Source: an optimization exercise on an open RTL-to-GDS flow (aim: small area and a short achievable clock period). Production flows keep margins and buffers that such runs may drop. Only simulation tests tie the RTL to the original design; equivalence was not proved.

==> flow/design.v, too long to show whole: its modules and the start of the top module <==
// module UC: 49 lines
// module MD: 3771 lines
// module j17_core: 132 lines
module j17_core (
  input         clk,
  input         rst,
  input  [31:0] instr,
  input  [17:0] sw,
  input         btn,
  output [31:0] pc,
  output [31:0] result,
  output [6:0]  display1,
  output [6:0]  display2,
  output [6:0]  display3
);
  // ...
==> flow/flow/run.sh <==
#!/bin/bash
set -uo pipefail
bash standard.sh SETUP_SLACK_MARGIN=40 finish > flow_make.log 2>&1
status=$?
tail -n 40 flow_make.log
exit $status
==> flow/standard.sh <==
#!/bin/bash
# synth_recipe.tcl (not shown) runs the flow's synth.tcl, then flattens the netlist and writes it again
# the make line also repeats each setting of config.mk as NAME=value (left out here)
make -C /OpenROAD-flow-scripts/flow DESIGN_CONFIG=/design/flow/config.mk WORK_HOME=/design/flow/orfs CLKGATE_MAP_FILE= SYNTH_SCRIPT=/design/flow/synth_recipe.tcl "${@:-finish}"
==> flow/config.mk <==
export PLATFORM = sky130hd
export DESIGN_NAME = j17_core
export DESIGN_NICKNAME = j17_core
export VERILOG_FILES = /design/flow/design.v
export SDC_FILE = /design/flow/constraint.sdc
export NUM_CORES = 4
export LEC_CHECK = 0
export ABC_AREA = 1
export CAP_MARGIN = 20
export CORE_MARGIN = 2
export CORE_UTILIZATION = 40
export PLACE_DENSITY = 0.6
export SLEW_MARGIN = 20
==> flow/constraint.sdc <==
create_clock -name core_clock -period 120.0 [get_ports {clk}]
set_input_delay 24.0000 -clock core_clock [delete_from_list [all_inputs] [get_ports {clk}]]
set_output_delay 24.0000 -clock core_clock [all_outputs]
set_load 0.01 [all_outputs]
==> run_summary.xml, run 1 <==
<?xml version="1.0" encoding="UTF-8"?>
<metrics>
  <group name="layout">
    <metric name="seq_share" unit="">0.200</metric>
    <metric name="layout.clock_buffers" unit="">71</metric>
    <metric name="flip_flop_count_of_the_largest_register_after_layout" unit="">256</metric>
    <metric name="antennaDiodeCount" unit="">14</metric>
    <metric name="cell_kind_with_the_greatest_summed_area" unit="">multi-input combinational cells</metric>
    <metric name="design.final.nets" unit="">11305</metric>
    <metric name="n_all_inverters" unit="">1254</metric>
  </group>
  <group name="worst_setup_path">
    <metric name="criticalPathCategory" unit="">in2reg</metric>
  </group>
  <group name="sta">
    <metric name="max_freq" unit="GHz">0.0130</metric>
    <metric name="final_max_slew_viol_count" unit="">0</metric>
  </group>
  <group name="clock_network">
    <metric name="clock_latency" unit="ns">0.68</metric>
    <metric name="cts_tree" unit="">built</metric>
  </group>
  <group name="placed_design">
    <metric name="placedInstanceArea" unit="µm²">84900</metric>
    <metric name="placed_wire_length_estimate_after_detailed_placement" unit="µm">281000</metric>
  </group>
  <group name="floorplanning">
    <metric name="num_rows" unit="">163</metric>
    <metric name="placeableCoreArea" unit="µm²">198000</metric>
  </group>
  <group name="global_routing">
    <metric name="grt_max_degree" unit="">59</metric>
    <metric name="grt_util_met1" unit="">0.440</metric>
  </group>
  <group name="yosys">
    <metric name="synth-compound-area-share" unit="">0.209</metric>
  </group>
  <group name="run_status">
    <metric name="outcome" unit="">finished clean</metric>
  </group>
  <group name="detailed_routing">
    <metric name="wl_per_cell" unit="µm">30.9</metric>
  </group>
</metrics>
==> run 2: changes to the inputs <==
--- a/flow/design.v
+++ b/flow/design.v
@@ -55,81 +55,161 @@
   output [31:0] q
 );
   wire [31:0] m = div ? b : a;
   wire [33:0] m3 = {2'b00, m} + {1'b0, m, 1'b0};
   wire [31:0] x1 = div ? ~m : m;
   wire [31:0] x2 = div ? ~{m[30:0], 1'b0} : {m[30:0], 1'b0};
   wire [31:0] x3 = div ? ~m3[31:0] : m3[31:0];
   wire [33:0] hz1, hz2, hz3;   
+  wire ob0_1 = b[30] | b[31];
+  wire ob0_3 = b[28] | b[29];
+  wire ob0_5 = b[26] | b[27];
+  wire ob0_7 = b[24] | b[25];
+  wire ob0_9 = b[22] | b[23];
+  wire ob0_11 = b[20] | b[21];
+  wire ob0_13 = b[18] | b[19];
+  wire ob0_15 = b[16] | b[17];
+  wire ob0_17 = b[14] | b[15];
+  wire ob0_19 = b[12] | b[13];
+  wire ob0_21 = b[10] | b[11];
+  wire ob0_23 = b[8] | b[9];
+  wire ob0_25 = b[6] | b[7];
+  wire ob0_27 = b[4] | b[5];
+  wire ob0_29 = b[2] | b[3];
+  wire ob0_31 = b[0] | b[1];
+  wire ob1_2 = b[29] | ob0_1;
+  wire ob1_3 = ob0_3 | ob0_1;
+  wire ob1_6 = b[25] | ob0_5;
+  wire ob1_7 = ob0_7 | ob0_5;
+  wire ob1_10 = b[21] | ob0_9;
+  wire ob1_11 = ob0_11 | ob0_9;
+  wire ob1_14 = b[17] | ob0_13;
+  wire ob1_15 = ob0_15 | ob0_13;
+  wire ob1_18 = b[13] | ob0_17;
+  wire ob1_19 = ob0_19 | ob0_17;
+  wire ob1_22 = b[9] | ob0_21;
+  wire ob1_23 = ob0_23 | ob0_21;
+  wire ob1_26 = b[5] | ob0_25;
+  wire ob1_27 = ob0_27 | ob0_25;
+  wire ob1_30 = b[1] | ob0_29;
+  wire ob1_31 = ob0_31 | ob0_29;
+  wire ob2_4 = b[27] | ob1_3;
+  wire ob2_5 = ob0_5 | ob1_3;
+  wire ob2_6 = ob1_6 | ob1_3;
+  wire ob2_7 = ob1_7 | ob1_3;
+  wire ob2_12 = b[19] | ob1_11;
+  wire ob2_13 = ob0_13 | ob1_11;
+  wire ob2_14 = ob1_14 | ob1_11;
+  wire ob2_15 = ob1_15 | ob1_11;
+  wire ob2_20 = b[11] | ob1_19;
+  wire ob2_21 = ob0_21 | ob1_19;
+  wire ob2_22 = ob1_22 | ob1_19;
+  wire ob2_23 = ob1_23 | ob1_19;
+  wire ob2_28 = b[3] | ob1_27;
+  wire ob2_29 = ob0_29 | ob1_27;
+  wire ob2_30 = ob1_30 | ob1_27;
+  wire ob2_31 = ob1_31 | ob1_27;
+  wire ob3_8 = b[23] | ob2_7;
+  wire ob3_9 = ob0_9 | ob2_7;
+  wire ob3_10 = ob1_10 | ob2_7;
+  wire ob3_11 = ob1_11 | ob2_7;
+  wire ob3_12 = ob2_12 | ob2_7;
+  wire ob3_13 = ob2_13 | ob2_7;
+  wire ob3_14 = ob2_14 | ob2_7;
+  wire ob3_15 = ob2_15 | ob2_7;
+  wire ob3_24 = b[7] | ob2_23;
+  wire ob3_25 = ob0_25 | ob2_23;
+  wire ob3_26 = ob1_26 | ob2_23;
+  wire ob3_27 = ob1_27 | ob2_23;
+  wire ob3_28 = ob2_28 | ob2_23;
+  wire ob3_29 = ob2_29 | ob2_23;
+  wire ob3_30 = ob2_30 | ob2_23;
+  wire ob3_31 = ob2_31 | ob2_23;
+  wire ob4_16 = b[15] | ob3_15;
+  wire ob4_17 = ob0_17 | ob3_15;
+  wire ob4_18 = ob1_18 | ob3_15;
+  wire ob4_19 = ob1_19 | ob3_15;
+  wire ob4_20 = ob2_20 | ob3_15;
+  wire ob4_21 = ob2_21 | ob3_15;
+  wire ob4_22 = ob2_22 | ob3_15;
+  wire ob4_23 = ob2_23 | ob3_15;
+  wire ob4_24 = ob3_24 | ob3_15;
+  wire ob4_25 = ob3_25 | ob3_15;
+  wire ob4_26 = ob3_26 | ob3_15;
+  wire ob4_27 = ob3_27 | ob3_15;
+  wire ob4_28 = ob3_28 | ob3_15;
+  wire ob4_29 = ob3_29 | ob3_15;
+  wire ob4_30 = ob3_30 | ob3_15;
+  wire ob4_31 = ob3_31 | ob3_15;
   assign hz1[0] = 1'b1;
-  assign hz1[1] = hz1[0] & ~b[31];
-  assign hz1[2] = hz1[1] & ~b[30];
-  assign hz1[3] = hz1[2] & ~b[29];
-  assign hz1[4] = hz1[3] & ~b[28];
-  assign hz1[5] = hz1[4] & ~b[27];
-  assign hz1[6] = hz1[5] & ~b[26];
-  assign hz1[7] = hz1[6] & ~b[25];
-  assign hz1[8] = hz1[7] & ~b[24];
-  assign hz1[9] = hz1[8] & ~b[23];
-  assign hz1[10] = hz1[9] & ~b[22];
-  assign hz1[11] = hz1[10] & ~b[21];
-  assign hz1[12] = hz1[11] & ~b[20];
-  assign hz1[13] = hz1[12] & ~b[19];
-  assign hz1[14] = hz1[13] & ~b[18];
-  assign hz1[15] = hz1[14] & ~b[17];
-  assign hz1[16] = hz1[15] & ~b[16];
-  assign hz1[17] = hz1[16] & ~b[15];
-  assign hz1[18] = hz1[17] & ~b[14];
-  assign hz1[19] = hz1[18] & ~b[13];
-  assign hz1[20] = hz1[19] & ~b[12];
-  assign hz1[21] = hz1[20] & ~b[11];
-  assign hz1[22] = hz1[21] & ~b[10];
-  assign hz1[23] = hz1[22] & ~b[9];
-  assign hz1[24] = hz1[23] & ~b[8];
-  assign hz1[25] = hz1[24] & ~b[7];
-  assign hz1[26] = hz1[25] & ~b[6];
-  assign hz1[27] = hz1[26] & ~b[5];
-  assign hz1[28] = hz1[27] & ~b[4];
-  assign hz1[29] = hz1[28] & ~b[3];
-  assign hz1[30] = hz1[29] & ~b[2];
-  assign hz1[31] = hz1[30] & ~b[1];
-  assign hz1[32] = hz1[31] & ~b[0];
+  assign hz1[1] = ~b[31];
+  assign hz1[2] = ~ob0_1;
+  assign hz1[3] = ~ob1_2;
+  assign hz1[4] = ~ob1_3;
+  assign hz1[5] = ~ob2_4;
+  assign hz1[6] = ~ob2_5;
+  assign hz1[7] = ~ob2_6;
+  assign hz1[8] = ~ob2_7;
+  assign hz1[9] = ~ob3_8;
+  assign hz1[10] = ~ob3_9;
+  assign hz1[11] = ~ob3_10;
+  assign hz1[12] = ~ob3_11;
+  assign hz1[13] = ~ob3_12;
+  assign hz1[14] = ~ob3_13;
+  assign hz1[15] = ~ob3_14;
+  assign hz1[16] = ~ob3_15;
+  assign hz1[17] = ~ob4_16;
+  assign hz1[18] = ~ob4_17;
+  assign hz1[19] = ~ob4_18;
+  assign hz1[20] = ~ob4_19;
+  assign hz1[21] = ~ob4_20;
+  assign hz1[22] = ~ob4_21;
+  assign hz1[23] = ~ob4_22;
+  assign hz1[24] = ~ob4_23;
+  assign hz1[25] = ~ob4_24;
+  assign hz1[26] = ~ob4_25;
+  assign hz1[27] = ~ob4_26;
+  assign hz1[28] = ~ob4_27;
+  assign hz1[29] = ~ob4_28;
+  assign hz1[30] = ~ob4_29;
+  assign hz1[31] = ~ob4_30;
+  assign hz1[32] = ~ob4_31;
   assign hz2[0] = ~b[31];
-  assign hz2[1] = hz2[0] & ~b[30];
-  assign hz2[2] = hz2[1] & ~b[29];
-  assign hz2[3] = hz2[2] & ~b[28];
-  assign hz2[4] = hz2[3] & ~b[27];
-  assign hz2[5] = hz2[4] & ~b[26];
-  assign hz2[6] = hz2[5] & ~b[25];
-  assign hz2[7] = hz2[6] & ~b[24];
-  assign hz2[8] = hz2[7] & ~b[23];
-  assign hz2[9] = hz2[8] & ~b[22];
-  assign hz2[10] = hz2[9] & ~b[21];
-  assign hz2[11] = hz2[10] & ~b[20];
-  assign hz2[12] = hz2[11] & ~b[19];
-  assign hz2[13] = hz2[12] & ~b[18];
-  assign hz2[14] = hz2[13] & ~b[17];
-  assign hz2[15] = hz2[14] & ~b[16];
-  assign hz2[16] = hz2[15] & ~b[15];
-  assign hz2[17] = hz2[16] & ~b[14];
-  assign hz2[18] = hz2[17] & ~b[13];
-  assign hz2[19] = hz2[18] & ~b[12];
-  assign hz2[20] = hz2[19] & ~b[11];
-  assign hz2[21] = hz2[20] & ~b[10];
-  assign hz2[22] = hz2[21] & ~b[9];
-  assign hz2[23] = hz2[22] & ~b[8];
-  assign hz2[24] = hz2[23] & ~b[7];
-  assign hz2[25] = hz2[24] & ~b[6];
-  assign hz2[26] = hz2[25] & ~b[5];
-  assign hz2[27] = hz2[26] & ~b[4];
-  assign hz2[28] = hz2[27] & ~b[3];
-  assign hz2[29] = hz2[28] & ~b[2];
-  assign hz2[30] = hz2[29] & ~b[1];
-  assign hz2[31] = hz2[30] & ~b[0];
+  assign hz2[1] = ~ob0_1;
+  assign hz2[2] = ~ob1_2;
+  assign hz2[3] = ~ob1_3;
+  assign hz2[4] = ~ob2_4;
+  assign hz2[5] = ~ob2_5;
+  assign hz2[6] = ~ob2_6;
+  assign hz2[7] = ~ob2_7;
+  assign hz2[8] = ~ob3_8;
+  assign hz2[9] = ~ob3_9;
+  assign hz2[10] = ~ob3_10;
+  assign hz2[11] = ~ob3_11;
+  assign hz2[12] = ~ob3_12;
+  assign hz2[13] = ~ob3_13;
+  assign hz2[14] = ~ob3_14;
+  assign hz2[15] = ~ob3_15;
+  assign hz2[16] = ~ob4_16;
+  assign hz2[17] = ~ob4_17;
+  assign hz2[18] = ~ob4_18;
+  assign hz2[19] = ~ob4_19;
+  assign hz2[20] = ~ob4_20;
+  assign hz2[21] = ~ob4_21;
+  assign hz2[22] = ~ob4_22;
+  assign hz2[23] = ~ob4_23;
+  assign hz2[24] = ~ob4_24;
+  assign hz2[25] = ~ob4_25;
+  assign hz2[26] = ~ob4_26;
+  assign hz2[27] = ~ob4_27;
+  assign hz2[28] = ~ob4_28;
+  assign hz2[29] = ~ob4_29;
+  assign hz2[30] = ~ob4_30;
+  assign hz2[31] = ~ob4_31;
   wire [32:0] t3;
   assign t3[0] = 1'b1;
   assign t3[2] = ~b[1] & (~b[0] | t3[0]);
   assign t3[4] = ~b[3] & (~b[2] | t3[2]);
   assign t3[6] = ~b[5] & (~b[4] | t3[4]);
   assign t3[8] = ~b[7] & (~b[6] | t3[6]);
   assign t3[10] = ~b[9] & (~b[8] | t3[8]);
   assign t3[12] = ~b[11] & (~b[10] | t3[10]);
==> flow/flow/run.sh (replaced) <==
#!/bin/bash
set -uo pipefail
bash standard.sh SETUP_SLACK_MARGIN=40 SETUP_MOVE_SEQUENCE=sizeup SKIP_PIN_SWAP=1 \
  SKIP_GATE_CLONING=1 BUFFER_PORTS_ARGS="-buffer_cell sky130_fd_sc_hd__buf_2" finish > flow_make.log 2>&1
status=$?
tail -n 40 flow_make.log
exit $status
--- a/flow/config.mk
+++ b/flow/config.mk
@@ -4,10 +4,11 @@
 export VERILOG_FILES = /design/flow/design.v
 export SDC_FILE = /design/flow/constraint.sdc
 export NUM_CORES = 4
 export LEC_CHECK = 0
 export ABC_AREA = 1
 export CAP_MARGIN = 20
 export CORE_MARGIN = 2
 export CORE_UTILIZATION = 40
+export CTS_BUF_LIST = sky130_fd_sc_hd__clkbuf_8
 export PLACE_DENSITY = 0.6
 export SLEW_MARGIN = 20
==> run 2 against run 1 <==
Compared with the run above: die area rose by 0.88%; non-clock buffer count fell by 146; first-iteration DRC count grew 1.1%; register-to-register slack worse by 0.18 ns; sequential share of layout area increased by 0.077 points.
==> run_summary.xml, run 2 <==
<?xml version="1.0" encoding="UTF-8"?>
<metrics>
  <group name="run_status">
    <metric name="outcome" unit="">finished clean</metric>
  </group>
  <group name="clock_network">
    <metric name="cts-root-buf" unit="">clkbuf_8</metric>
    <metric name="cts_tree" unit="">built</metric>
    <metric name="clock_latency" unit="ns">0.87</metric>
    <metric name="clkSlewWorstSetupHoldPaths" unit="ns">0.07</metric>
    <metric name="cts_sinks" unit="">619</metric>
    <metric name="htree_levels" unit="">3</metric>
    <metric name="numCtsBuffers" unit="">99</metric>
    <metric name="clock_tree.buffer_depth" unit="">3</metric>
  </group>
  <group name="worst_setup_path">
    <metric name="criticalPathCategory" unit="">in2reg</metric>
    <metric name="critical-path-top-cell-by-count" unit="">nand2_1</metric>
    <metric name="crit_family" unit="">compound AO/OA/AOI/OAI gates</metric>
    <metric name="worstSetupStartpoint" unit="">instr[24]</metric>
    <metric name="critical_path.max_stage_delay" unit="ns">0.61</metric>
    <metric name="worstReg2RegEnd" unit="">D8[16]$_DFFE_PP_</metric>
    <metric name="cp_max_fo" unit="">42</metric>
    <metric name="endpoint_kind" unit="">flop</metric>
    <metric name="timing.critical_path.required" unit="ns">120.64</metric>
    <metric name="regToRegSetupSlack" unit="ns">66.41</metric>
    <metric name="critPathArrivalTime" unit="ns">77.47</metric>
    <metric name="reg2reg_depth" unit="">283</metric>
    <metric name="critical-path-slowest-cell" unit="">a21boi_0</metric>
    <metric name="critical_path_buf_inv_count" unit="">50</metric>
    <metric name="start_kind" unit="">primary input</metric>
    <metric name="critical_path.reg2reg.startpoint" unit="">SP[0]$_SDFFE_PP0P_</metric>
  </group>
  <group name="detailed_routing">
    <metric name="detailroute.via_count" unit="">81434</metric>
    <metric name="first_pass_iters" unit="">7</metric>
    <metric name="detail_route.wirelength" unit="µm">399000</metric>
    <metric name="detail_route.drc_violations" unit="">0</metric>
    <metric name="ant_nets" unit="">0</metric>
    <metric name="drtIter0Drc" unit="">10705</metric>
    <metric name="routed_via_density" unit="">6.30</metric>
    <metric name="wl_per_cell" unit="µm">30.9</metric>
  </group>
  <group name="layout">
    <metric name="register_area" unit="µm²">17800</metric>
    <metric name="multi_input_area" unit="µm²">57500</metric>
    <metric name="design.final.nets" unit="">11638</metric>
    <metric name="most_flop_heavy_register" unit="">R</metric>
    <metric name="synthToLayoutAreaGrowth" unit="%">10.3</metric>
    <metric name="layout.cells.most_common" unit="">nand2_1</metric>
    <metric name="flip_flop_count_of_the_largest_register_after_layout" unit="">256</metric>
    <metric name="fin_util" unit="">0.444</metric>
    <metric name="fillCellCount" unit="">20001</metric>
    <metric name="drive_gt1_frac" unit="">0.118</metric>
    <metric name="layout_common_cells" unit="">nand2_1, inv_1, ha_1, a21oi_1, o21ai_0</metric>
  </group>
  <group name="floorplanning">
    <metric name="die_area" unit="µm²">205000</metric>
    <metric name="initial_core_util" unit="">0.402</metric>
    <metric name="placeableCoreArea" unit="µm²">200000</metric>
    <metric name="die_height" unit="µm">452</metric>
    <metric name="num_io_pins" unit="">138</metric>
    <metric name="num_rows" unit="">164</metric>
    <metric name="die_w" unit="µm">452</metric>
  </group>
  <group name="yosys">
    <metric name="post_synth.cell_area_avg" unit="µm²">7.99</metric>
    <metric name="yosysWarningCount" unit="">2</metric>
    <metric name="synth_top_cell_area_share" unit="">0.203</metric>
    <metric name="synth_top_family_by_area" unit="">adder cells</metric>
    <metric name="synthesized_nets" unit="">11534</metric>
    <metric name="synth_async_sr_flop_share" unit="">0</metric>
    <metric name="ys_types" unit="">82</metric>
    <metric name="synth_most_common_cell" unit="">nand2_1</metric>
    <metric name="synth_cells" unit="">10071</metric>
    <metric name="synth_largest_area_cell" unit="">edfxtp_1</metric>
    <metric name="syn_area" unit="µm²">80400</metric>
    <metric name="most_used_dff_post_synth" unit="">edfxtp_1</metric>
    <metric name="synth-compound-area-share" unit="">0.193</metric>
    <metric name="synthAdderAreaFrac" unit="">0.270</metric>
    <metric name="seq_area_frac_synth" unit="">0.222</metric>
    <metric name="yosys-top-cells-area" unit="">edfxtp_1, fa_1, ha_1</metric>
    <metric name="netlist_top_cells_count" unit="">nand2_1, inv_1, ha_1, a21oi_1, o21ai_0</metric>
    <metric name="synth_enable_flop_cells" unit="">544</metric>
    <metric name="post_synth_mux_area_share" unit="">0</metric>
    <metric name="ys_ff_latch" unit="">619</metric>
    <metric name="synthXorXnorAreaFrac" unit="">0.0375</metric>
    <metric name="synth-simple-area-share" unit="">0.193</metric>
  </group>
  <group name="global_routing">
    <metric name="wire_length_of_the_first_global_routing_pass" unit="µm">564000</metric>
    <metric name="gr-usage-all-layers" unit="">0.380</metric>
    <metric name="antenna_found_initial" unit="">24</metric>
    <metric name="global_route.overflow_total" unit="">0</metric>
    <metric name="first_global_vias" unit="">78934</metric>
    <metric name="grt_max_degree" unit="">91</metric>
  </group>
  <group name="sta">
    <metric name="max_freq" unit="GHz">0.0130</metric>
    <metric name="timing.final.setup_violations" unit="">0</metric>
    <metric name="final_max_slew_viol_count" unit="">0</metric>
    <metric name="tns" unit="ns">0</metric>
    <metric name="timing.final.crit_share" unit="">0.640</metric>
    <metric name="finalCriticalPeriod" unit="ns">76.83</metric>
    <metric name="finalHoldViolCount" unit="">0</metric>
    <metric name="rsz0062_at_grt" unit="">false</metric>
    <metric name="fin_skew" unit="ns">0.0755</metric>
    <metric name="worst-slew-pin-transition" unit="ns">1.30</metric>
    <metric name="worst_slew_margin_rel" unit="">0.133</metric>
  </group>
  <group name="min_path">
    <metric name="cell_depth_of_the_worst_hold_path" unit="">2</metric>
    <metric name="timing.hold.worst_endpoint" unit="">SP[6]$_SDFFE_PP0P_</metric>
    <metric name="worst_hold_path_type" unit="">reg2reg</metric>
    <metric name="worstHoldStart" unit="">SP[6]$_SDFFE_PP0P_</metric>
  </group>
  <group name="placed_design">
    <metric name="gpl.final_weighted_congestion" unit="">1.04</metric>
    <metric name="place.port_buffers" unit="">137</metric>
    <metric name="placed_wire_length_estimate_after_detailed_placement" unit="µm">290000</metric>
  </group>
  <group name="job">
    <metric name="max_cap_violations" unit="">0</metric>
  </group>
</metrics>
run 2: changes by cell type in the layout (fill, tap and decap cells not counted), moves of 81 or more:
| cell | change |
|---|---|
| buf_2 | +127 |
| buf_4 | -154 |
| clkbuf_8 | +111 |
| clkdlybuf4s50_1 | -131 |
| nand2_1 | +321 |
| nand3_1 | +108 |
| o22ai_1 | -81 |
run 2: through the flow:
stage | hold slack (ns) | cells | worst slack, ns | cell area [µm²]
floorplan | 0.482 | 10071 | 48.17 | 80400
global placement | 0.533 | 12729 | 30.82 | 85200
detailed placement | 0.537 | 12729 | 30.43 | 85200
CTS | 0.549 | 12911 | 40.04 | 87700
global route | 0.593 | 12918 | 39.92 | 88700
finish | 0.556 | 12923 | 43.17 | 88700
run 2: routing by layer:
| layer | track usage | wire length (µm) | vias to the layer above |
|---|---|---|---|
| li1 | - | - | 35273 |
| met1 | 0.454 | 144000 | 39047 |
| met2 | 0.581 | 172000 | 5455 |
| met3 | 0.0911 | 43500 | 1641 |
| met4 | 0.309 | 40000 | 18 |
| met5 | 0 | 135 | - |
run 2: cell type report:
class	instances	share of cell area
tap	2656	0.0375
sequential	619	0.201
clock buffer	111	0.0172
clock inverter	71	0.00611
inverter	1296	0.0563
multi-input combinational	7753	0.648
antenna	11	0.000310
timing repair buffer	406	0.0332
run 2: logic make-up after synthesis:
logic type	count (synthesis)
compound gates	2537
buf+inv	1699
xor+xnor	344
fa+ha+maj	1410
flops	619
simple gates	3462
run 2: worst reg2reg max path: cells and delay by family (launching register included):
family | cells | cell delay [ns]
AOI/OAI and AO/OA | 104 | 21.95
xor gates and xnor gates | 4 | 0.64
buffers and inverters | 46 | 7.28
adders and majority gates | 25 | 8.46
DFF | 1 | 0.54
and+or+nand+nor | 104 | 14.50
run 2: worst max path at each step:
stage / end / slack (ns) / depth (start not counted)
after floorplan: D0[1]$_DFFE_PP_ / 48.17 / 281
after global placement: D0[9]$_DFFE_PP_ / 30.82 / 298
after detailed placement: R[0][3]$_DFFE_PP_ / 30.43 / 291
after CTS: D7[25]$_DFFE_PP_ / 40.04 / 298
after global routing: D0[2]$_DFFE_PP_ / 39.92 / 299
final: D9[16]$_DFFE_PP_ / 43.17 / 284
run 2: repair_timing:
action,4_1_cts,5_1_grt
gates resized for setup,127,237
hold buffers,0,0
setup buffers,0,0
cloned,0,0
hold endpoints to repair,0,0
setup endpoints to repair,576,576
==> run 3: changes to the inputs <==
--- a/flow/config.mk
+++ b/flow/config.mk
@@ -10,5 +10,5 @@
 export CORE_MARGIN = 2
 export CORE_UTILIZATION = 40
 export CTS_BUF_LIST = sky130_fd_sc_hd__clkbuf_8
-export PLACE_DENSITY = 0.6
+export PLACE_DENSITY = 0.7
 export SLEW_MARGIN = 20
==> run 3 against run 2 <==
Compared with the run above: critical path type unchanged; setup slack gained 0.0037 ns; still clean on timing, DRC and antenna; global-route usage grew 0.22 points; critical endpoint is now R[3][16]$_DFFE_PP_; clock skew grew 0.0027 ns.
==> run_summary.xml, run 3 <==
<?xml version="1.0" encoding="UTF-8"?>
<metrics>
  <group name="layout">
    <metric name="drive_gt1_frac" unit="">0.118</metric>
    <metric name="layout.cells.most_common" unit="">nand2_1</metric>
    <metric name="flip_flop_count_of_the_largest_register_after_layout" unit="">256</metric>
    <metric name="most_flop_heavy_register" unit="">R</metric>
    <metric name="synthToLayoutAreaGrowth" unit="%">10.1</metric>
    <metric name="design.final.nets" unit="">11646</metric>
    <metric name="layout_common_cells" unit="">nand2_1, inv_1, ha_1, a21oi_1, o21ai_0</metric>
    <metric name="stdcell_area" unit="µm²">88600</metric>
  </group>
  <group name="detailed_routing">
    <metric name="ant_nets" unit="">0</metric>
    <metric name="wl_per_cell" unit="µm">31.1</metric>
    <metric name="first_pass_iters" unit="">10</metric>
    <metric name="detail_route.wirelength" unit="µm">402000</metric>
    <metric name="detail_route.drc_violations" unit="">0</metric>
    <metric name="routed_via_density" unit="">6.44</metric>
    <metric name="detailroute.via_count" unit="">83261</metric>
    <metric name="drtIter0Drc" unit="">12146</metric>
  </group>
  <group name="clock_network">
    <metric name="htree_levels" unit="">3</metric>
    <metric name="cts-root-buf" unit="">clkbuf_8</metric>
    <metric name="clock_tree.buffer_depth" unit="">3</metric>
    <metric name="cts_repair_resize_count" unit="">140</metric>
    <metric name="cts_tree" unit="">built</metric>
    <metric name="cts_sinks" unit="">619</metric>
    <metric name="clock_latency" unit="ns">0.87</metric>
    <metric name="numCtsBuffers" unit="">92</metric>
    <metric name="cts-hold-fix-buffers" unit="">0</metric>
    <metric name="clkSlewWorstSetupHoldPaths" unit="ns">0.06</metric>
    <metric name="cts.repair_timing.setup_buffer_count" unit="">0</metric>
  </group>
  <group name="yosys">
    <metric name="synth_cells" unit="">10071</metric>
    <metric name="post_synth.cell_area_avg" unit="µm²">7.99</metric>
    <metric name="synth_largest_area_cell" unit="">edfxtp_1</metric>
    <metric name="ys_types" unit="">82</metric>
    <metric name="yosysWarningCount" unit="">2</metric>
    <metric name="synth_enable_flop_cells" unit="">544</metric>
    <metric name="synthesized_nets" unit="">11534</metric>
    <metric name="seq_area_frac_synth" unit="">0.222</metric>
    <metric name="synth_top_cell_area_share" unit="">0.203</metric>
    <metric name="syn_area" unit="µm²">80400</metric>
    <metric name="ys_ff_latch" unit="">619</metric>
    <metric name="yosys-top-cells-area" unit="">edfxtp_1, fa_1, ha_1</metric>
    <metric name="netlist_top_cells_count" unit="">nand2_1, inv_1, ha_1, a21oi_1, o21ai_0</metric>
    <metric name="synth_async_sr_flop_share" unit="">0</metric>
    <metric name="most_used_dff_post_synth" unit="">edfxtp_1</metric>
    <metric name="synth_most_common_cell" unit="">nand2_1</metric>
  </group>
  <group name="min_path">
    <metric name="worstHoldStart" unit="">SP[4]$_SDFFE_PP0P_</metric>
    <metric name="cell_depth_of_the_worst_hold_path" unit="">2</metric>
    <metric name="worst_hold_path_type" unit="">reg2reg</metric>
  </group>
  <group name="worst_setup_path">
    <metric name="critical_path.reg2reg.startpoint" unit="">SP[0]$_SDFFE_PP0P_</metric>
    <metric name="start_kind" unit="">primary input</metric>
    <metric name="critical_path.max_stage_delay" unit="ns">0.51</metric>
    <metric name="critical-path-slowest-cell" unit="">clkinvlp_4</metric>
    <metric name="cp_max_fo" unit="">42</metric>
    <metric name="reg2reg_depth" unit="">287</metric>
    <metric name="critical-path-top-cell-by-count" unit="">nand2_1</metric>
    <metric name="criticalPathCategory" unit="">in2reg</metric>
    <metric name="timing.critical_path.required" unit="ns">120.61</metric>
    <metric name="critPathArrivalTime" unit="ns">77.43</metric>
    <metric name="endpoint_kind" unit="">flop</metric>
    <metric name="worstSetupStartpoint" unit="">instr[24]</metric>
  </group>
  <group name="run_status">
    <metric name="outcome" unit="">finished clean</metric>
  </group>
  <group name="global_routing">
    <metric name="global_route.overflow_total" unit="">0</metric>
    <metric name="grt_max_degree" unit="">79</metric>
    <metric name="wire_length_of_the_first_global_routing_pass" unit="µm">569000</metric>
    <metric name="antenna_found_initial" unit="">29</metric>
    <metric name="gr-usage-all-layers" unit="">0.382</metric>
    <metric name="first_global_vias" unit="">80109</metric>
  </group>
  <group name="floorplanning">
    <metric name="placeableCoreArea" unit="µm²">200000</metric>
    <metric name="die_area" unit="µm²">205000</metric>
    <metric name="die_height" unit="µm">452</metric>
    <metric name="num_io_pins" unit="">138</metric>
    <metric name="num_rows" unit="">164</metric>
    <metric name="die_w" unit="µm">452</metric>
    <metric name="initial_core_util" unit="">0.402</metric>
  </group>
  <group name="sta">
    <metric name="worst_slew_margin_rel" unit="">0.0904</metric>
    <metric name="timing.final.crit_share" unit="">0.640</metric>
    <metric name="final_max_slew_viol_count" unit="">0</metric>
    <metric name="worst-slew-pin-transition" unit="ns">1.35</metric>
    <metric name="max_freq" unit="GHz">0.0130</metric>
    <metric name="finalHoldViolCount" unit="">0</metric>
    <metric name="timing.final.setup_violations" unit="">0</metric>
    <metric name="tns" unit="ns">0</metric>
    <metric name="finalCriticalPeriod" unit="ns">76.82</metric>
    <metric name="setup_ws" unit="ns">43.18</metric>
    <metric name="fin_skew" unit="ns">0.0782</metric>
    <metric name="rsz0062_at_grt" unit="">false</metric>
  </group>
  <group name="placed_design">
    <metric name="placedInstanceArea" unit="µm²">85200</metric>
    <metric name="place.port_buffers" unit="">137</metric>
    <metric name="gpl.final_weighted_congestion" unit="">1.08</metric>
    <metric name="placed_wire_length_estimate_after_detailed_placement" unit="µm">293000</metric>
    <metric name="pre_cts_setup_slack" unit="ns">29.98</metric>
  </group>
  <group name="job">
    <metric name="max_cap_violations" unit="">0</metric>
  </group>
</metrics>
[run 3: worst max-delay path: cells and delay by family]
| kind | cells | cell delay, ns |
|---|---|---|
| adders and majority gates | 21 | 7.39 |
| and+or+nand+nor | 111 | 15.02 |
| xor gates and xnor gates | 2 | 0.33 |
| buffers and inverters | 53 | 10.23 |
| AOI/OAI and AO/OA | 104 | 20.15 |
[run 3: final timing paths]
path,to,slack [ns]
setup / recovery,R[3][16]$_DFFE_PP_,43.18
hold / removal,SP[4]$_SDFFE_PP0P_,0.56
setup reg to reg,R[3][16]$_DFFE_PP_,66.22
hold reg to reg,SP[4]$_SDFFE_PP0P_,0.56
[run 3: final cells by class]
| cell class | instances | area [µm²] |
|---|---|---|
| antenna | 18 | 45.0 |
| clock buffer | 98 | 1350 |
| clock inverter | 64 | 524 |
| fill | 19734 | 111000 |
| inverter | 1296 | 5010 |
| multi-input combinational | 7753 | 57400 |
| sequential | 619 | 17800 |
| tap | 2656 | 3320 |
| timing repair buffer | 421 | 3080 |
[run 3: per-layer routing]
layer | track usage | wire length [µm] | vias up
li1 | - | - | 35320
met1 | 0.451 | 139000 | 39575
met2 | 0.563 | 167000 | 6403
met3 | 0.112 | 51300 | 1947
met4 | 0.340 | 44600 | 16
met5 | 0 | 202 | -
[run 3: cells by family after synthesis]
kind of cell | Yosys count | share of synthesized area
AO/OA/AOI/OAI | 2537 | 0.193
XOR/XNOR | 344 | 0.0375
adder cells (fa/ha/maj) | 1410 | 0.270
flip-flops | 619 | 0.222
buffers and inverters | 1699 | 0.0847
AND/OR/NAND/NOR | 3462 | 0.193
[run 3: per-stage QoR]
| stage | utilization | hold WS [ns] | std cells |
|---|---|---|---|
| 6_report | 0.443 | 0.563 | 12925 |
| 5_1_grt | 0.443 | 0.599 | 12913 |
| 4_1_cts | 0.438 | 0.561 | 12902 |
| 3_5_place_dp | 0.426 | 0.550 | 12740 |
| 3_3_place_gp | 0.426 | 0.544 | 12739 |
| 2_1_floorplan | - | 0.482 | 10071 |
==> run 4: changes to the inputs <==
--- a/flow/config.mk
+++ b/flow/config.mk
@@ -6,9 +6,9 @@
 export NUM_CORES = 4
 export LEC_CHECK = 0
 export ABC_AREA = 1
-export CAP_MARGIN = 20
+export CAP_MARGIN = 10
 export CORE_MARGIN = 2
 export CORE_UTILIZATION = 40
 export CTS_BUF_LIST = sky130_fd_sc_hd__clkbuf_8
-export PLACE_DENSITY = 0.7
-export SLEW_MARGIN = 20
+export PLACE_DENSITY = 0.6
+export SLEW_MARGIN = 10
==> run 4 against run 3 <==
Compared with the run above: still clean; non-clock buffer count decreased by 15; critical path depth unchanged; maximum frequency about the same; largest cell class unchanged; synthesized area unchanged.
==> run_summary.xml, run 4 <==
<?xml version="1.0" encoding="UTF-8"?>
<metrics>
  <group name="yosys">
    <metric name="synthAdderAreaFrac" unit="">0.270</metric>
    <metric name="synth_top_cell_area_share" unit="">0.203</metric>
    <metric name="synth_most_common_cell" unit="">nand2_1</metric>
    <metric name="synth_async_sr_flop_share" unit="">0</metric>
    <metric name="syn_area" unit="µm²">80400</metric>
    <metric name="synth_top_family_by_area" unit="">adder cells</metric>
    <metric name="yosys-top-cells-area" unit="">edfxtp_1, fa_1, ha_1</metric>
    <metric name="synthXorXnorAreaFrac" unit="">0.0375</metric>
    <metric name="post_synth.cell_area_avg" unit="µm²">7.99</metric>
    <metric name="synthesized_nets" unit="">11534</metric>
    <metric name="yosysWarningCount" unit="">2</metric>
    <metric name="ys_types" unit="">82</metric>
    <metric name="synth_cells" unit="">10071</metric>
    <metric name="most_used_dff_post_synth" unit="">edfxtp_1</metric>
    <metric name="seq_area_frac_synth" unit="">0.222</metric>
    <metric name="synth-simple-area-share" unit="">0.193</metric>
    <metric name="ys_ff_latch" unit="">619</metric>
    <metric name="synth_largest_area_cell" unit="">edfxtp_1</metric>
    <metric name="synth_enable_flop_cells" unit="">544</metric>
    <metric name="post_synth_mux_area_share" unit="">0</metric>
    <metric name="netlist_top_cells_count" unit="">nand2_1, inv_1, ha_1, a21oi_1, o21ai_0</metric>
    <metric name="synth-compound-area-share" unit="">0.193</metric>
  </group>
  <group name="placed_design">
    <metric name="place.port_buffers" unit="">137</metric>
    <metric name="placedInstanceArea" unit="µm²">85200</metric>
    <metric name="placed_wire_length_estimate_after_detailed_placement" unit="µm">290000</metric>
    <metric name="gpl.final_weighted_congestion" unit="">1.04</metric>
    <metric name="placedCellCount" unit="">12729</metric>
    <metric name="pre_cts_setup_slack" unit="ns">30.28</metric>
  </group>
  <group name="sta">
    <metric name="timing.final.crit_share" unit="">0.640</metric>
    <metric name="timing.final.setup_violations" unit="">0</metric>
    <metric name="finalCriticalPeriod" unit="ns">76.75</metric>
    <metric name="rsz0062_at_grt" unit="">false</metric>
    <metric name="finalHoldViolCount" unit="">0</metric>
    <metric name="fin_skew" unit="ns">0.0920</metric>
    <metric name="setup_ws" unit="ns">43.25</metric>
    <metric name="final_max_slew_viol_count" unit="">0</metric>
    <metric name="max_freq" unit="GHz">0.0130</metric>
    <metric name="worst_slew_margin_rel" unit="">0.103</metric>
    <metric name="worst-slew-pin-transition" unit="ns">1.34</metric>
    <metric name="post_route_hold_slack" unit="ns">0.559</metric>
    <metric name="tns" unit="ns">0</metric>
  </group>
  <group name="clock_network">
    <metric name="htree_levels" unit="">3</metric>
    <metric name="cts_sinks" unit="">619</metric>
    <metric name="numCtsBuffers" unit="">96</metric>
    <metric name="cts-hold-fix-buffers" unit="">0</metric>
    <metric name="cts-root-buf" unit="">clkbuf_8</metric>
    <metric name="clock_tree.buffer_depth" unit="">3</metric>
    <metric name="cts_tree" unit="">built</metric>
    <metric name="clkSlewWorstSetupHoldPaths" unit="ns">0.07</metric>
    <metric name="clock_latency" unit="ns">0.88</metric>
  </group>
  <group name="worst_setup_path">
    <metric name="criticalPathCategory" unit="">in2reg</metric>
    <metric name="critical_path.reg2reg.startpoint" unit="">SP[0]$_SDFFE_PP0P_</metric>
    <metric name="crit_family" unit="">compound AO/OA/AOI/OAI gates</metric>
    <metric name="critical_path.max_stage_delay" unit="ns">0.52</metric>
    <metric name="critical_path_buf_inv_count" unit="">49</metric>
    <metric name="critPathArrivalTime" unit="ns">77.26</metric>
    <metric name="critical-path-top-cell-by-count" unit="">nand2_1</metric>
    <metric name="critical-path-slowest-cell" unit="">clkinvlp_4</metric>
    <metric name="reg2reg_depth" unit="">294</metric>
    <metric name="endpoint_kind" unit="">flop</metric>
    <metric name="timing.critical_path.required" unit="ns">120.51</metric>
    <metric name="worstReg2RegEnd" unit="">D0[28]$_DFFE_PP_</metric>
    <metric name="start_kind" unit="">primary input</metric>
    <metric name="regToRegSetupSlack" unit="ns">66.44</metric>
    <metric name="cp_max_fo" unit="">49</metric>
  </group>
  <group name="global_routing">
    <metric name="grt_max_degree" unit="">91</metric>
    <metric name="antenna_found_initial" unit="">16</metric>
    <metric name="gr-usage-all-layers" unit="">0.379</metric>
    <metric name="wire_length_of_the_first_global_routing_pass" unit="µm">563000</metric>
    <metric name="global_route.overflow_total" unit="">0</metric>
    <metric name="first_global_vias" unit="">79023</metric>
  </group>
  <group name="floorplanning">
    <metric name="placeableCoreArea" unit="µm²">200000</metric>
    <metric name="die_area" unit="µm²">205000</metric>
    <metric name="die_height" unit="µm">452</metric>
    <metric name="die_w" unit="µm">452</metric>
    <metric name="num_rows" unit="">164</metric>
    <metric name="initial_core_util" unit="">0.402</metric>
    <metric name="num_io_pins" unit="">138</metric>
  </group>
  <group name="min_path">
    <metric name="worstHoldStart" unit="">SP[6]$_SDFFE_PP0P_</metric>
    <metric name="timing.hold.worst_endpoint" unit="">SP[6]$_SDFFE_PP0P_</metric>
    <metric name="cell_depth_of_the_worst_hold_path" unit="">2</metric>
    <metric name="worst_hold_path_type" unit="">reg2reg</metric>
  </group>
  <group name="detailed_routing">
    <metric name="ant_nets" unit="">0</metric>
    <metric name="wl_per_cell" unit="µm">30.9</metric>
    <metric name="detail_route.wirelength" unit="µm">399000</metric>
    <metric name="detail_route.drc_violations" unit="">0</metric>
    <metric name="first_pass_iters" unit="">8</metric>
    <metric name="routed_via_density" unit="">6.32</metric>
    <metric name="detailroute.via_count" unit="">81549</metric>
    <metric name="drtIter0Drc" unit="">10823</metric>
  </group>
  <group name="layout">
    <metric name="drive_gt1_frac" unit="">0.116</metric>
    <metric name="fin_util" unit="">0.443</metric>
    <metric name="layout_common_cells" unit="">nand2_1, inv_1, ha_1, a21oi_1, o21ai_0</metric>
    <metric name="design.final.nets" unit="">11635</metric>
    <metric name="final_cells" unit="">12908</metric>
    <metric name="most_flop_heavy_register" unit="">R</metric>
    <metric name="layout.cells.most_common" unit="">nand2_1</metric>
    <metric name="synthToLayoutAreaGrowth" unit="%">10.0</metric>
    <metric name="stdcell_area" unit="µm²">88500</metric>
    <metric name="flip_flop_count_of_the_largest_register_after_layout" unit="">256</metric>
  </group>
  <group name="job">
    <metric name="max_cap_violations" unit="">0</metric>
  </group>
  <group name="run_status">
    <metric name="outcome" unit="">finished clean</metric>
  </group>
</metrics>
run 4: metal layers:
| layer | vias up | track usage | wire length [µm] |
|---|---|---|---|
| met4 | 6 | 0.314 | 39900 |
| met1 | 39100 | 0.454 | 143000 |
| met3 | 1603 | 0.0886 | 44400 |
| li1 | 35277 | - | - |
| met2 | 5563 | 0.578 | 172000 |
| met5 | - | 0 | 42 |
run 4: worst register-to-register path, delay by kind of cell, from the launching register on:
kind	cells	cell delay, ns
and+or+nand+nor	123	17.59
xor gates and xnor gates	2	0.34
AOI/OAI and AO/OA	102	19.15
DFF	1	0.55
buffers and inverters	46	8.68
adders and majority gates	21	6.85
run 4: worst max-delay path by stage:
stage,from,endpoint,slack (ns),cells past startpoint
after global placement,instr[24],D0[9]$_DFFE_PP_,30.82,298
after CTS,instr[24],D0[25]$_DFFE_PP_,40.05,299
after floorplan,instr[27],D0[1]$_DFFE_PP_,48.17,281
after detailed placement,instr[24],D0[9]$_DFFE_PP_,30.28,290
after global routing,instr[24],D5[9]$_DFFE_PP_,39.88,303
final,instr[24],D0[28]$_DFFE_PP_,43.25,291
run 4: final cells by class:
type                    count  area [µm²]
fillers                 19986      111000
multi-input cells        7753       57500
clock buffers             102        1400
clock inverters            64         443
diodes                     12        30.0
flip-flops and latches    619       17800
inverters                1296        5000
repair buffers            406        2970
well taps                2656        3320
run 4: timing repair:
item                       in CTS  in global routing
setup endpoints to repair     576                576
pin swaps                       0                  0
gates resized for setup       127                263
buffers inserted                0                  0
run 4: cells by family after synthesis:
| group | count (synthesis) |
|---|---|
| simple gates | 3462 |
| compound gates | 2537 |
| buf+inv | 1699 |
| fa+ha+maj | 1410 |
| flops | 619 |
| xor+xnor | 344 |
==> run 5: changes to the inputs <==
==> flow/flow/run.sh (replaced) <==
#!/bin/bash
set -uo pipefail
bash standard.sh SETUP_SLACK_MARGIN=41 SETUP_MOVE_SEQUENCE=sizeup SKIP_PIN_SWAP=1 \
  SKIP_GATE_CLONING=1 BUFFER_PORTS_ARGS="-buffer_cell sky130_fd_sc_hd__buf_2" finish > flow_make.log 2>&1
status=$?
tail -n 40 flow_make.log
exit $status
==> run 5 against run 4 <==
Compared with the run above: utilization grew 0.070 points; critical path depth shrank 12; register-to-register slack gained 0.58 ns; worst hold slack gained 0.0015 ns; critical endpoint unchanged; synthesized cell count is the same; sequential share of layout area is essentially flat; still clean on timing, DRC and antenna; cell count is essentially flat.
==> run_summary.xml, run 5 <==
<?xml version="1.0" encoding="UTF-8"?>
<metrics>
  <group name="layout">
    <metric name="design.final.nets" unit="">11635</metric>
    <metric name="synthToLayoutAreaGrowth" unit="%">10.2</metric>
    <metric name="flip_flop_count_of_the_largest_register_after_layout" unit="">256</metric>
    <metric name="most_flop_heavy_register" unit="">R</metric>
    <metric name="layout_common_cells" unit="">nand2_1, inv_1, ha_1, a21oi_1, o21ai_0</metric>
    <metric name="layout.cells.most_common" unit="">nand2_1</metric>
    <metric name="drive_gt1_frac" unit="">0.118</metric>
  </group>
  <group name="worst_setup_path">
    <metric name="cp_max_fo" unit="">44</metric>
    <metric name="timing.critical_path.required" unit="ns">120.60</metric>
    <metric name="critical-path-top-cell-by-count" unit="">nand2_1</metric>
    <metric name="criticalPathCategory" unit="">in2reg</metric>
    <metric name="crit_family" unit="">compound AO/OA/AOI/OAI gates</metric>
    <metric name="start_kind" unit="">primary input</metric>
    <metric name="critPathArrivalTime" unit="ns">76.90</metric>
    <metric name="critical_path.max_stage_delay" unit="ns">0.80</metric>
    <metric name="critical_path_buf_inv_count" unit="">44</metric>
    <metric name="endpoint_kind" unit="">flop</metric>
    <metric name="critical-path-slowest-cell" unit="">a21boi_0</metric>
  </group>
  <group name="yosys">
    <metric name="synth_top_cell_area_share" unit="">0.203</metric>
    <metric name="syn_area" unit="µm²">80400</metric>
    <metric name="post_synth.cell_area_avg" unit="µm²">7.99</metric>
    <metric name="most_used_dff_post_synth" unit="">edfxtp_1</metric>
    <metric name="seq_area_frac_synth" unit="">0.222</metric>
    <metric name="synth_largest_area_cell" unit="">edfxtp_1</metric>
    <metric name="yosys-top-cells-area" unit="">edfxtp_1, fa_1, ha_1</metric>
    <metric name="yosysWarningCount" unit="">2</metric>
    <metric name="netlist_top_cells_count" unit="">nand2_1, inv_1, ha_1, a21oi_1, o21ai_0</metric>
    <metric name="synthesized_nets" unit="">11534</metric>
    <metric name="synth_enable_flop_cells" unit="">544</metric>
    <metric name="synth_async_sr_flop_share" unit="">0</metric>
    <metric name="ys_ff_latch" unit="">619</metric>
    <metric name="synth_most_common_cell" unit="">nand2_1</metric>
    <metric name="synth_cells" unit="">10071</metric>
    <metric name="ys_types" unit="">82</metric>
  </group>
  <group name="floorplanning">
    <metric name="die_area" unit="µm²">205000</metric>
    <metric name="die_height" unit="µm">452</metric>
    <metric name="placeableCoreArea" unit="µm²">200000</metric>
    <metric name="die_w" unit="µm">452</metric>
    <metric name="initial_core_util" unit="">0.402</metric>
    <metric name="num_rows" unit="">164</metric>
    <metric name="num_io_pins" unit="">138</metric>
  </group>
  <group name="placed_design">
    <metric name="gpl.final_weighted_congestion" unit="">1.04</metric>
    <metric name="placed_wire_length_estimate_after_detailed_placement" unit="µm">290000</metric>
    <metric name="place.port_buffers" unit="">137</metric>
  </group>
  <group name="run_status">
    <metric name="outcome" unit="">finished clean</metric>
  </group>
  <group name="sta">
    <metric name="timing.final.crit_share" unit="">0.636</metric>
    <metric name="max_freq" unit="GHz">0.0131</metric>
    <metric name="finalHoldViolCount" unit="">0</metric>
    <metric name="finalCriticalPeriod" unit="ns">76.29</metric>
    <metric name="timing.final.setup_violations" unit="">0</metric>
    <metric name="worst-slew-pin-transition" unit="ns">1.39</metric>
    <metric name="fin_skew" unit="ns">0.0939</metric>
    <metric name="tns" unit="ns">0</metric>
    <metric name="worst_slew_margin_rel" unit="">0.0747</metric>
    <metric name="rsz0062_at_grt" unit="">false</metric>
    <metric name="final_max_slew_viol_count" unit="">0</metric>
  </group>
  <group name="clock_network">
    <metric name="clock_latency" unit="ns">0.89</metric>
    <metric name="htree_levels" unit="">3</metric>
    <metric name="cts-hold-fix-buffers" unit="">0</metric>
    <metric name="cts_tree" unit="">built</metric>
    <metric name="clock_tree.buffer_depth" unit="">3</metric>
    <metric name="cts_sinks" unit="">619</metric>
    <metric name="numCtsBuffers" unit="">96</metric>
    <metric name="cts.repair_timing.setup_buffer_count" unit="">0</metric>
    <metric name="clkSlewWorstSetupHoldPaths" unit="ns">0.07</metric>
    <metric name="cts-root-buf" unit="">clkbuf_8</metric>
  </group>
  <group name="detailed_routing">
    <metric name="ant_nets" unit="">0</metric>
    <metric name="detail_route.drc_violations" unit="">0</metric>
    <metric name="wl_per_cell" unit="µm">30.9</metric>
    <metric name="routed_via_density" unit="">6.35</metric>
    <metric name="detail_route.wirelength" unit="µm">399000</metric>
    <metric name="first_pass_iters" unit="">8</metric>
    <metric name="detailroute.via_count" unit="">81920</metric>
    <metric name="drtIter0Drc" unit="">10961</metric>
  </group>
  <group name="global_routing">
    <metric name="wire_length_of_the_first_global_routing_pass" unit="µm">564000</metric>
    <metric name="gr-usage-all-layers" unit="">0.379</metric>
    <metric name="global_route.overflow_total" unit="">0</metric>
    <metric name="grt_max_degree" unit="">91</metric>
    <metric name="antenna_found_initial" unit="">19</metric>
    <metric name="first_global_vias" unit="">78989</metric>
  </group>
  <group name="job">
    <metric name="max_cap_violations" unit="">0</metric>
  </group>
  <group name="min_path">
    <metric name="worst_hold_path_type" unit="">reg2reg</metric>
  </group>
</metrics>
## run 5: layout make-up
type,instances,area [µm²]
antenna,13,32.5
clock buffer,102,1400
clock inverter,64,443
fill,19996,111000
inverter,1296,5000
multi-input combinational,7753,57600
sequential,619,17800
tap,2656,3320
timing repair buffer,406,3000
## run 5: worst paths after layout
kind / start / to / cells after the start / slack (ns)
worst max register to register: SP[0]$_SDFFE_PP0P_ / D0[28]$_DFFE_PP_ / 281 / 67.02
worst min register to register: SP[6]$_SDFFE_PP0P_ / SP[6]$_SDFFE_PP0P_ / 2 / 0.56
worst min-delay path: SP[6]$_SDFFE_PP0P_ / SP[6]$_SDFFE_PP0P_ / 2 / 0.56
worst max-delay path: instr[24] / D0[28]$_DFFE_PP_ / 279 / 43.71
## run 5: tightest hold or removal path, delay by kind of cell (launching register included)
| kind | cells | cell delay (ns) |
|---|---|---|
| flops | 1 | 0.36 |
| simple gates | 1 | 0.08 |
| compound gates | 1 | 0.07 |
## run 5: what timing repair did
action	4_1_cts	5_1_grt
endpoints found under the hold margin	0	0
setup endpoints to repair	576	576
resized for setup	167	255
## run 5: kinds of logic (layout without fill, tap and decap cells)
| family | count (synthesis) | in the layout | share of synthesized area |
|---|---|---|---|
| AO/OA/AOI/OAI | 2537 | 2537 | 0.193 |
| other | 0 | 13 | 0 |
| XOR/XNOR | 344 | 344 | 0.0375 |
| AND/OR/NAND/NOR | 3462 | 3462 | 0.193 |
| buffers and inverters | 1699 | 1868 | 0.0847 |
| adder cells (fa/ha/maj) | 1410 | 1410 | 0.270 |
| flip-flops | 619 | 619 | 0.222 |
## run 5: per-stage QoR
| stage | hold slack, ns | cell area [µm²] | setup WS (ns) | std cells | util |
|---|---|---|---|---|---|
| after floorplan | 0.482 | 80400 | 48.17 | 10071 | - |
| after detailed placement | 0.541 | 85200 | 30.28 | 12729 | 0.426 |
| after global routing | 0.596 | 88600 | 40.78 | 12902 | 0.443 |
| after CTS | 0.561 | 87700 | 41.05 | 12895 | 0.439 |
| final | 0.560 | 88600 | 43.71 | 12909 | 0.443 |
| after global placement | 0.533 | 85200 | 30.82 | 12729 | 0.426 |
## run 5: layer usage
layer,vias to the layer above,part of all wire,global-route usage
li1,35256,-,-
met1,39252,0.36,0.455
met2,5704,0.43,0.578
met3,1698,0.11,0.0892
met4,10,0.10,0.311
met5,-,0.00016,0
==> run 6: changes to the inputs <==
==> flow/flow/run.sh (replaced) <==
#!/bin/bash
set -uo pipefail
bash standard.sh SETUP_SLACK_MARGIN=43 SETUP_MOVE_SEQUENCE=sizeup SKIP_PIN_SWAP=1 \
  SKIP_GATE_CLONING=1 BUFFER_PORTS_ARGS="-buffer_cell sky130_fd_sc_hd__buf_2" finish > flow_make.log 2>&1
status=$?
tail -n 40 flow_make.log
exit $status
==> run 6 against run 5 <==
Compared with the run above: cell area up 0.90%; register-to-register slack better by 1.9 ns; count of clock-buffer cells in the layout unchanged; worst hold slack worse by 0.00080 ns; global-route usage about the same; still clean on timing, DRC and antenna; synthesized area unchanged.
==> run_summary.xml, run 6 <==
<?xml version="1.0" encoding="UTF-8"?>
<metrics>
  <group name="run_status">
    <metric name="outcome" unit="">finished clean</metric>
  </group>
  <group name="sta">
    <metric name="setup_ws" unit="ns">45.77</metric>
    <metric name="timing.final.crit_share" unit="">0.619</metric>
    <metric name="worst-slew-pin-transition" unit="ns">1.43</metric>
    <metric name="max_freq" unit="GHz">0.0135</metric>
    <metric name="timing.final.setup_violations" unit="">0</metric>
    <metric name="rsz0062_at_grt" unit="">false</metric>
    <metric name="finalCriticalPeriod" unit="ns">74.23</metric>
    <metric name="fin_skew" unit="ns">0.0971</metric>
    <metric name="finalHoldViolCount" unit="">0</metric>
    <metric name="tns" unit="ns">0</metric>
    <metric name="worst_slew_margin_rel" unit="">0.0473</metric>
    <metric name="final_max_slew_viol_count" unit="">0</metric>
    <metric name="post_route_hold_slack" unit="ns">0.559</metric>
  </group>
  <group name="yosys">
    <metric name="synthesized_nets" unit="">11534</metric>
    <metric name="syn_area" unit="µm²">80400</metric>
    <metric name="ys_ff_latch" unit="">619</metric>
    <metric name="synth_cells" unit="">10071</metric>
    <metric name="synth_top_cell_area_share" unit="">0.203</metric>
    <metric name="synth_most_common_cell" unit="">nand2_1</metric>
    <metric name="synth_async_sr_flop_share" unit="">0</metric>
    <metric name="netlist_top_cells_count" unit="">nand2_1, inv_1, ha_1, a21oi_1, o21ai_0</metric>
    <metric name="synth_largest_area_cell" unit="">edfxtp_1</metric>
    <metric name="seq_area_frac_synth" unit="">0.222</metric>
    <metric name="yosysWarningCount" unit="">2</metric>
    <metric name="ys_types" unit="">82</metric>
    <metric name="yosys-top-cells-area" unit="">edfxtp_1, fa_1, ha_1</metric>
    <metric name="post_synth.cell_area_avg" unit="µm²">7.99</metric>
    <metric name="most_used_dff_post_synth" unit="">edfxtp_1</metric>
    <metric name="synth_enable_flop_cells" unit="">544</metric>
  </group>
  <group name="layout">
    <metric name="layout_common_cells" unit="">nand2_1, inv_1, ha_1, a21oi_1, o21ai_0</metric>
    <metric name="fin_util" unit="">0.447</metric>
    <metric name="drive_gt1_frac" unit="">0.130</metric>
    <metric name="layout.cells.most_common" unit="">nand2_1</metric>
    <metric name="stdcell_area" unit="µm²">89400</metric>
    <metric name="most_flop_heavy_register" unit="">R</metric>
    <metric name="design.final.nets" unit="">11636</metric>
    <metric name="flip_flop_count_of_the_largest_register_after_layout" unit="">256</metric>
    <metric name="final_cells" unit="">12904</metric>
    <metric name="synthToLayoutAreaGrowth" unit="%">11.2</metric>
  </group>
  <group name="detailed_routing">
    <metric name="routed_via_density" unit="">6.33</metric>
    <metric name="drtIter0Drc" unit="">10717</metric>
    <metric name="ant_nets" unit="">0</metric>
    <metric name="detailroute.via_count" unit="">81623</metric>
    <metric name="detail_route.drc_violations" unit="">0</metric>
    <metric name="wl_per_cell" unit="µm">31.0</metric>
    <metric name="first_pass_iters" unit="">8</metric>
    <metric name="detail_route.wirelength" unit="µm">400000</metric>
  </group>
  <group name="global_routing">
    <metric name="wire_length_of_the_first_global_routing_pass" unit="µm">565000</metric>
    <metric name="first_global_vias" unit="">79275</metric>
    <metric name="global_route.overflow_total" unit="">0</metric>
    <metric name="grt_max_degree" unit="">91</metric>
    <metric name="gr-usage-all-layers" unit="">0.380</metric>
    <metric name="antenna_found_initial" unit="">13</metric>
  </group>
  <group name="worst_setup_path">
    <metric name="regToRegSetupSlack" unit="ns">68.93</metric>
    <metric name="start_kind" unit="">primary input</metric>
    <metric name="critical_path.max_stage_delay" unit="ns">0.77</metric>
    <metric name="critical-path-top-cell-by-count" unit="">nand2_1</metric>
    <metric name="critical-path-slowest-cell" unit="">a21boi_0</metric>
    <metric name="crit_family" unit="">compound AO/OA/AOI/OAI gates</metric>
    <metric name="criticalPathCategory" unit="">in2reg</metric>
    <metric name="endpoint_kind" unit="">flop</metric>
    <metric name="cp_max_fo" unit="">42</metric>
    <metric name="critical_path_buf_inv_count" unit="">46</metric>
    <metric name="timing.critical_path.required" unit="ns">120.64</metric>
    <metric name="critPathArrivalTime" unit="ns">74.87</metric>
  </group>
  <group name="clock_network">
    <metric name="cts_tree" unit="">built</metric>
    <metric name="clock_tree.buffer_depth" unit="">3</metric>
    <metric name="cts_sinks" unit="">619</metric>
    <metric name="clock_latency" unit="ns">0.89</metric>
    <metric name="clkSlewWorstSetupHoldPaths" unit="ns">0.07</metric>
    <metric name="cts-root-buf" unit="">clkbuf_8</metric>
    <metric name="cts-hold-fix-buffers" unit="">0</metric>
    <metric name="htree_levels" unit="">3</metric>
    <metric name="numCtsBuffers" unit="">96</metric>
  </group>
  <group name="placed_design">
    <metric name="gpl.final_weighted_congestion" unit="">1.04</metric>
    <metric name="place.port_buffers" unit="">137</metric>
    <metric name="placedCellCount" unit="">12729</metric>
    <metric name="pre_cts_setup_slack" unit="ns">30.28</metric>
    <metric name="placedInstanceArea" unit="µm²">85200</metric>
    <metric name="placed_wire_length_estimate_after_detailed_placement" unit="µm">290000</metric>
  </group>
  <group name="floorplanning">
    <metric name="die_height" unit="µm">452</metric>
    <metric name="num_rows" unit="">164</metric>
    <metric name="placeableCoreArea" unit="µm²">200000</metric>
    <metric name="die_area" unit="µm²">205000</metric>
    <metric name="num_io_pins" unit="">138</metric>
    <metric name="die_w" unit="µm">452</metric>
    <metric name="initial_core_util" unit="">0.402</metric>
  </group>
  <group name="job">
    <metric name="max_cap_violations" unit="">0</metric>
  </group>
  <group name="min_path">
    <metric name="worst_hold_path_type" unit="">reg2reg</metric>
  </group>
</metrics>
run 6: layer usage:
layer / vias up / GRT usage / share of wire
met5: - / 0 / 0.00017
met2: 5575 / 0.576 / 0.43
met1: 39154 / 0.453 / 0.36
met3: 1635 / 0.0914 / 0.11
li1: 35251 / - / -
met4: 8 / 0.322 / 0.10
run 6: worst reg2reg max path, delay by kind of cell (launching register included):
| kind | cells | cell delay [ns] |
|---|---|---|
| AO/OA/AOI/OAI | 89 | 16.74 |
| XOR/XNOR | 3 | 0.78 |
| adder cells (fa/ha/maj) | 28 | 10.07 |
| buffers and inverters | 40 | 6.55 |
| flip-flops | 1 | 0.54 |
| AND/OR/NAND/NOR | 116 | 16.22 |
run 6: logic make-up after synthesis:
| group | count (synthesis) | synth area share |
|---|---|---|
| simple gates | 3462 | 0.193 |
| compound gates | 2537 | 0.193 |
| buf+inv | 1699 | 0.0847 |
| fa+ha+maj | 1410 | 0.270 |
| flops | 619 | 0.222 |
| xor+xnor | 344 | 0.0375 |
run 6: final cells by class:
cell class,count,area [µm²]
Antenna cell,7,17.5
Clock buffer,102,1400
Clock inverter,64,443
Fill cell,19938,110000
Inverter,1296,5060
Multi-Input combinational cell,7753,58200
Sequential cell,619,17800
Tap cell,2656,3320
Timing Repair Buffer,407,3130
run 6: repair_timing:
action,CTS,global route
setup endpoints to repair,576,576
setup buffers,0,0
gates resized for setup,255,389
run 6: final timing paths:
path	startpoint	end	cells past startpoint
max reg2reg	SP[0]$_SDFFE_PP0P_	D8[27]$_DFFE_PP_	276
max	instr[24]	D8[27]$_DFFE_PP_	277
min	SP[6]$_SDFFE_PP0P_	SP[6]$_SDFFE_PP0P_	2
min reg2reg	SP[6]$_SDFFE_PP0P_	SP[6]$_SDFFE_PP0P_	2

==> static timing again, ports no longer ideal <==
No port has a modelled driver above. Below, the same layouts with a new extraction and two added sets of constraints.
Step 1 assumes that a clkbuf_16 drives the clock port and a buf_2 every other input.
Step 2 adds t to the input delays and takes it off the output delays; t is the mean of the earliest and latest rising clock arrival at the registers after step 1. Input paths then give back, and output paths get back, about the clock's delay inside the block.
a / b / c = ideal / step 1 / step 2; a / b = the first two.
run	t, ns	slack for setup (ns)	hold slack, ns
run 1	0.732	42.993 / 43.010 / 42.277	0.532 / 0.532 / 0.532
run 2	0.900	43.173 / 43.215 / 42.315	0.556 / 0.556 / 0.556
run 3	0.897	43.176 / 43.218 / 42.321	0.563 / 0.563 / 0.563
run 4	0.898	43.248 / 43.283 / 42.385	0.559 / 0.559 / 0.559
run 5	0.909	43.706 / 43.742 / 42.832	0.560 / 0.560 / 0.560
run 6	0.906	45.768 / 45.803 / 44.897	0.559 / 0.559 / 0.559
After both steps every run listed still meets setup and hold. For run 5, which loses most, drivers alone change the setup slack by +0.036 ns; drivers and shift together by -0.874 ns.
